What follows belongs to an exercise in optimizing a design on an open flow for small area; a production flow would make more cautious choices.
For this run, only the layout was checked, not whether the RTL still works.
No activity file was given, so power comes from the tool's default toggle rates.

==> design.v <==
module hc_sr042(input clk,
	input rst_n,
	input en,
	input echo2	,
	output reg trig2,
	output [8:0] dis
    );
reg [23:0]cnt;
reg [31:0] cnt_t;
parameter T=24'd15000000; 
parameter C=10'd600;
always@(posedge clk or negedge rst_n)
begin
	if(!rst_n)
		cnt<=0;
	else if(cnt==T-1)
		cnt<=0;
	else 
		cnt<=cnt+1;
end
always@(posedge clk or negedge rst_n)
begin
	if(!rst_n)
		trig2<=0;
	else if(cnt>=1&&cnt<=C)
		trig2<=1;
	else
		trig2<=0;
end
always@(posedge clk or negedge rst_n)
begin
	if(!rst_n)
		cnt_t<=0;	
	else if(echo2==1)
		cnt_t<=cnt_t+1;
	else if(cnt==T-1)
		cnt_t<=0;
	else 
		cnt_t<=cnt_t;
end
reg [31:0]distance ;
always@(posedge clk or negedge rst_n)
begin
	if(!rst_n)
		distance<=0;
	else if(cnt==T-2'd2)
		distance<=(cnt_t*11)>>15;
end
assign dis=distance;	
endmodule
module bcd2(input               clk,
     input               rst_n,
     input               tran_en,
     input       [15:0]  data_in,
     output   reg        tran_done,
     output      [15:0]  bcd
 );
 parameter       DATA_WIDTH  =   16;
 parameter       SHIFT_WIDTH =   5;
 parameter       SHIFT_DEPTH =   16;
 localparam  IDLE    =   3'b001;
 localparam   SHIFT   =   3'b010;
 localparam   DONE    =   3'b100;
 reg     [2:0]   pre_state;
 reg     [2:0]   next_state;
 reg     [SHIFT_DEPTH-1:0]   shift_cnt;
 reg     [DATA_WIDTH:0]  data_reg;
 reg     [3:0]   thou_reg;
 reg        [3:0]    hund_reg;
 reg        [3:0]    tens_reg;
 reg        [3:0]    unit_reg; 
 reg     [3:0]   thou_out;
 reg        [3:0]    hund_out;
 reg        [3:0]    tens_out;
 reg        [3:0]    unit_out; 
 wire    [3:0]   thou_tmp;
 wire    [3:0]    hund_tmp;
 wire    [3:0]    tens_tmp;
 wire    [3:0]    unit_tmp;
 always  @(posedge clk or negedge rst_n)begin
     if(rst_n == 1'b0)begin
         pre_state <= IDLE;
     end
     else begin
         pre_state <= next_state;
     end
 end
 always  @(*)begin
     case(pre_state)
     IDLE:begin
         if(tran_en == 1'b1)
             next_state = SHIFT;
         else 
             next_state = IDLE;
     end
     SHIFT:begin
         if(shift_cnt == SHIFT_DEPTH + 1)
             next_state = DONE;
         else 
             next_state = SHIFT;
     end
     DONE:begin
         next_state = IDLE;
     end
     default:next_state = IDLE;
     endcase
 end
 always  @(posedge clk or negedge rst_n)begin
     if(rst_n == 1'b0)begin
         thou_reg <= 4'b0; 
         hund_reg <= 4'b0; 
         tens_reg <= 4'b0; 
         unit_reg <= 4'b0; 
         tran_done <= 1'b0;
         shift_cnt <= 'd0; 
         data_reg <= 'd0;
     end
     else begin
         case(next_state)
         IDLE:begin
             thou_reg <= 4'b0; 
             hund_reg <= 4'b0; 
             tens_reg <= 4'b0; 
             unit_reg <= 4'b0; 
             tran_done <= 1'b0;
             shift_cnt <= 'd0; 
             data_reg <= data_in;
         end
         SHIFT:begin
             if(shift_cnt == SHIFT_DEPTH + 1)
                 shift_cnt <= 'd0;
             else begin
                 shift_cnt <= shift_cnt + 1'b1;
                 data_reg <= data_reg << 1;
                 unit_reg <= {unit_tmp[2:0], data_reg[16]};
                 tens_reg <= {tens_tmp[2:0], unit_tmp[3]};
                 hund_reg <= {hund_tmp[2:0], tens_tmp[3]};
                 thou_reg <= {thou_tmp[2:0], hund_tmp[3]};
             end
         end
         DONE:begin
             tran_done <= 1'b1;
         end
         default:begin
             thou_reg <= thou_reg; 
             hund_reg <= hund_reg; 
             tens_reg <= tens_reg; 
             unit_reg <= unit_reg; 
             tran_done <= tran_done;
             shift_cnt <= shift_cnt; 
         end
         endcase
     end
 end
 always  @(posedge clk or negedge rst_n)begin
     if(rst_n == 1'b0)begin
         thou_out <= 'd0;
         hund_out <= 'd0;
         tens_out <= 'd0;
         unit_out <= 'd0; 
     end
     else if(tran_done == 1'b1)begin
         thou_out <= thou_reg;
         hund_out <= hund_reg;
         tens_out <= tens_reg;
         unit_out <= unit_reg;
     end
     else begin
         thou_out <= thou_out;
         hund_out <= hund_out;
         tens_out <= tens_out;
         unit_out <= unit_out;
     end
 end
 assign  thou_tmp = (thou_reg > 4'd4)?  (thou_reg + 2'd3) : thou_reg;
 assign  hund_tmp = (hund_reg > 4'd4)?  (hund_reg + 2'd3) : hund_reg;
 assign  tens_tmp = (tens_reg > 4'd4)?  (tens_reg + 2'd3) : tens_reg; 
 assign  unit_tmp = (unit_reg > 4'd4)?  (unit_reg + 2'd3) : unit_reg; 
 assign bcd = {thou_out,hund_out,tens_out,unit_out};
endmodule
module smg2(input [9:0] x,
	  input clk,
	  input rst_n,
	  output reg led0,
	  output  [9:0]hz
    );
	 assign hz = x[3:0]*1 + x[7:4]*10 + x[9:8]*100;
	 always@(posedge clk or negedge  rst_n)
	 if(!rst_n)
	   led0 <= 0;
	 else if(hz <=40)
	   led0 <= 1;
	  else 
	   led0 <= 0;
endmodule
module top2(
input          clk     ,
		 input          rst_n   ,
		 input          echo2    ,
		 output         trig2,
		 output         led0,
		 output      [9:0]hz
    );   
	wire [8:0]  dis    ;
	wire        tran_en;
    hc_sr042 #(.T(24'd2500000)) HC_SR04_inst(
	          .clk    (clk   ),
	          .rst_n  (rst_n ),
	          .en     (1'b1  ),
	          .echo2	  (echo2	 ),
	          .trig2   (trig2  ),
	          .dis    (dis   )
    );
	reg  [ 8:0] dis_reg;
	wire [ 8:0] dis_wire;
	wire [15:0] bcd;
	always @(posedge clk or negedge rst_n) begin
	   if (!rst_n)
	      dis_reg <= 0;
	   else 
	      dis_reg <= dis;
	end
	assign dis_wire = dis_reg;
	assign tran_en = (dis_reg != dis)? 1'd1:1'd0;
	bcd2 bin_bcd_inst(
              .clk         (clk       ),
              .rst_n       (rst_n     ),
              .tran_en     (1'd1   ),
              .data_in     ({7'd0,dis_wire}),
              .tran_done   (          ),
              .bcd         (bcd       )
 );
    smg2 x7seg_msg_inst(
              .x         (bcd     ),
	          .clk       (clk     ),
	          .rst_n       (rst_n  ),
			  .led0 (led0),
			  .hz(hz)
    );
endmodule
==> run.sh <==
#!/bin/bash
# synth_recipe.tcl (not shown) runs the flow's synth.tcl, then flattens the netlist and writes it again
# the make line also repeats each setting of config.mk as NAME=value (left out here)
make -C /OpenROAD-flow-scripts/flow DESIGN_CONFIG=/design/flow/config.mk WORK_HOME=/design/flow/orfs CLKGATE_MAP_FILE= SYNTH_SCRIPT=/design/flow/synth_recipe.tcl finish
==> config.mk <==
export PLATFORM = sky130hd
export DESIGN_NAME = top2
export DESIGN_NICKNAME = top2
export VERILOG_FILES = /design/flow/design.v
export SDC_FILE = /design/flow/constraint.sdc
export NUM_CORES = 4
export LEC_CHECK = 0
export CAP_MARGIN = 20
export CORE_MARGIN = 2
export CORE_UTILIZATION = 40
export SLEW_MARGIN = 20
==> constraint.sdc <==
create_clock -name core_clock -period 10.0 [get_ports {clk}]
set_input_delay 2.0000 -clock core_clock [delete_from_list [all_inputs] [get_ports {clk}]]
set_output_delay 2.0000 -clock core_clock [all_outputs]
set_load 0.01 [all_outputs]
==> flow_summary_export.csv <==
group,metric,value,unit
worst_setup_path,reg2reg_slack,6.61,ns
global_routing,antenna_found_initial,0,
worst_setup_path,path_class,"reg -> out",
placed_design,place_inst,1140,
worst_setup_path,reg2reg_depth,11,
logic_synthesis,yosysWarnings,5,
power_and_ir_drop,ir_worst_vdd,0.000104,V
global_routing,grtUsageTotal,15.3,%
die,dieHeight,146,um
routing,num_vias,5918,
sta,worstMarginPinSlew,0.917,ns
global_routing,grt-ovfl-total,0,
cts,htreeDepth,4,
logic_synthesis,synthFlopType,"dfrtp_1",
sta,setup_violations,0,
logic_synthesis,synth_fp_nets,974,
global_routing,grt_pass1_vias,5792,
die,core_area,0.0200,mm^2
placed_design,dp.final_hpwl,10.7,mm
die,fp.dieArea,0.0214,mm^2
final_layout,syn_to_final_growth,12.2,%
final_layout,mostFrequentLayoutCell,"dfrtp_1",
worst_setup_path,cp-start-kind,"register",
global_routing,grt_pass1_wl,27.2,mm
final_layout,n_antenna_cell,0,
die,initial_core_util,40.4,%
power_and_ir_drop,cellPowerDensity,136,mW/mm^2
logic_synthesis,synth_edf_count,0,
die,pin_count,15,
logic_synthesis,yosys.cell_types.count,56,
sta,period_needed,5.74,ns
final_layout,most-common-layout-cells,"dfrtp_1 (126), inv_1 (110), nand2_1 (94)",
die,die_x,146,um
sta,slew_headroom,38.7,%
routing,vias_per_cell,5.05,
power_and_ir_drop,p_leak,0.00447,uW
sta,maxSlewViolCount,0,
routing,ant_nets,0,
cts,post_cts_buffers,0,
routing,dr.pass1.iters,5,
worst_setup_path,cp_max_fo,3,
final_layout,nNetsFinal,984,
sta,clock_skew,0.0101,ns
sta,hold_violations,0,
cts,cts_tree,"yes",
cts,clkTransAtPathRegs,0.06,ns
logic_synthesis,synth-seq-area-share,39.2,%
cts,cts_root_buf,"clkbuf_16",
routing,drt-wirelength-per-cell,13.0,um
cts,clock_latency,0.43,ns
worst_setup_path,worst_ep_required_time,8.00,ns
cts,clock_path_buffers,2,
logic_synthesis,synth_async_sr_flop_share,100,%
hold_path,holdPathStages,0,
die,rows,52,
worst_setup_path,rr_endpoint,"HC_SR04_inst.distance[8]$_DFFE_PN0N_",
outcome,status,"timing/DRC/antenna clean",
logic_synthesis,syn-cell-area,0.00811,mm^2
sta,setup_tns,0,ns
final_layout,drive_above_1_share,6.10,%
logic_synthesis,synth_seq_cells,127,
cts,cts_resized,0,
routing,drcViolationCount,0,
placed_design,portBuffers,14,
worst_setup_path,r2r-start,"HC_SR04_inst.cnt_t[6]$_DFFE_PN0P_",
global_routing,grt_max_degree,81,
cts,clock_sinks,127,
placed_design,gp_congestion,0.768,
routing,wl,15.2,mm
cts,postCtsHoldBufs,0,
worst_setup_path,critPathArrivalTime,3.74,ns
worst_setup_path,endpoint,"hz[8]",
routing,drtIter0Drc,257,
sta,fin_crit_sh,57.4,%
sta,rsz0062_at_grt,"no",
run,maxCapViolations,0,
worst_setup_path,cp-end-kind,"output pin",
logic_synthesis,syn_area_per_cell,9.22,um^2
worst_setup_path,crit_start,"bin_bcd_inst.tens_out[1]$_DFFE_PN0P_",
final_layout,fin_cells,1172,
hold_path,holdCritPathClass,"reg -> reg",
sta,fmax,0.174,GHz
cts,cts_buffers,17,
logic_synthesis,netlist_instances,879,
==> logic make-up after synthesis <==
| logic type | count (synthesis) | share of synthesized area (%) |
|---|---|---|
| AOI/OAI and AO/OA | 159 | 11.8 |
| xor gates and xnor gates | 50 | 5.40 |
| adders and majority gates | 92 | 16.3 |
| buffers and inverters | 136 | 6.59 |
| DFF | 127 | 39.2 |
| muxes | 25 | 3.20 |
| and+or+nand+nor | 290 | 17.5 |
==> worst max-delay path, cell delays in order, from the launching register on <==
cell and delay [ns]:
dfrtp_1 0.42, ha_1 0.31, ha_1 0.23, fa_1 0.38
xor2_1 0.17, ha_1 0.31, ha_1 0.34, a31o_2 0.24
a21oi_1 0.17, xnor2_1 0.16, clkdlybuf4s50_1 0.57
==> how the worst min path moves through the flow <==
| stage | from | end | slack, ns |
|---|---|---|---|
| 3_5_place_dp | HC_SR04_inst.distance[4]$_DFFE_PN0N_ | dis_reg[4]$_DFF_PN0_ | 0.36 |
| 3_3_place_gp | HC_SR04_inst.distance[2]$_DFFE_PN0N_ | dis_reg[2]$_DFF_PN0_ | 0.36 |
| 4_1_cts | HC_SR04_inst.distance[3]$_DFFE_PN0N_ | dis_reg[3]$_DFF_PN0_ | 0.38 |
| 5_1_grt | HC_SR04_inst.distance[1]$_DFFE_PN0N_ | dis_reg[1]$_DFF_PN0_ | 0.38 |
| 6_report | HC_SR04_inst.distance[3]$_DFFE_PN0N_ | dis_reg[3]$_DFF_PN0_ | 0.37 |
| 2_1_floorplan | HC_SR04_inst.distance[0]$_DFFE_PN0N_ | dis_reg[0]$_DFF_PN0_ | 0.35 |
==> cells in the mapped netlist, types with 4 or more instances <==
library cell  count  area, um^2
a211oi_1          9        67.6
a21o_1           13        97.6
a21oi_1          52         260
a31oi_1           5        31.3
and3_1            7        43.8
and4_1            7        61.3
buf_2             4        20.0
clkbuf_1         18        67.6
dfrtp_1         126        3150
fa_1             23         460
ha_1             69         863
inv_1           110         413
mux2_2            7        78.8
mux2i_1          18         180
nand2_1          94         353
nand2b_1          5        31.3
nand3_1          42         210
nand4_1          18         113
nor2_1           63         236
nor3_1           20         100
nor4_1            6        37.5
nor4b_1           4        35.0
o21ai_0          52         260
or3_1             5        31.3
xnor2_1          25         219
xor2_1           25         219
==> metrics by stage <==
step	hold slack (ns)	util (%)	cell area [um^2]	power [uW]	worst slack [ns]
final	0.373	45.4	9090	1240	4.26
after global routing	0.381	45.4	9090	1290	4.11
after CTS	0.378	45.4	9090	1250	4.23
after detailed placement	0.364	42.3	8490	607	4.71
after global placement	0.358	42.3	8490	606	4.78
after floorplan	0.354	-	8110	581	5.33
==> report_power, final <==
part	internal [uW]	switching, uW
Combinational	27.2	39.5
Sequential	520	9.44
Clock	396	250
==> layer usage <==
layer,routed length (um),vias to the layer above,GRT usage [%],share of wire [%]
met5,0,-,0,0
met4,270,0,5.39,1.8
met3,359,23,3.38,2.4
met2,7120,63,25.4,47
met1,7440,2811,19.9,49
li1,-,3021,-,-
==> layout make-up <==
class                   count  area, um^2
fillers                  1971       10900
multi-input cells         616        4390
flip-flops and latches    127        3180
clock buffers              17         425
inverters                 110         413
well taps                 270         338
clock inverters            15         184
repair buffers             17         164

## what the ideal ports hide
Ports are ideal in the flow. The routed layout listed here was re-timed in OpenROAD.
Step 1 (the two cells are an assumption about what drives the block):
set clk [get_ports {clk}]
set_driving_cell -lib_cell sky130_fd_sc_hd__clkbuf_16 $clk
set_driving_cell -lib_cell sky130_fd_sc_hd__buf_2 [delete_from_list [all_inputs] $clk]
Step 2 adds t to the input delays and takes it off the output delays; t is the mean of the earliest and latest rising clock arrival at the registers after step 1. Input paths then give back, and output paths get back, about the clock's delay inside the block.
Three values: ideal, step 1, step 2; two values: the first two.
shift t [ns]: 0.464
setup WS [ns]: 4.264 / 4.223 / 4.686
worst hold slack (ns): 0.373 / 0.373 / 0.373
worst setup path after step 2: register to output
After both steps this run still meets setup and hold. For this run, drivers alone change the setup slack by -0.041 ns; drivers and shift together by +0.422 ns.
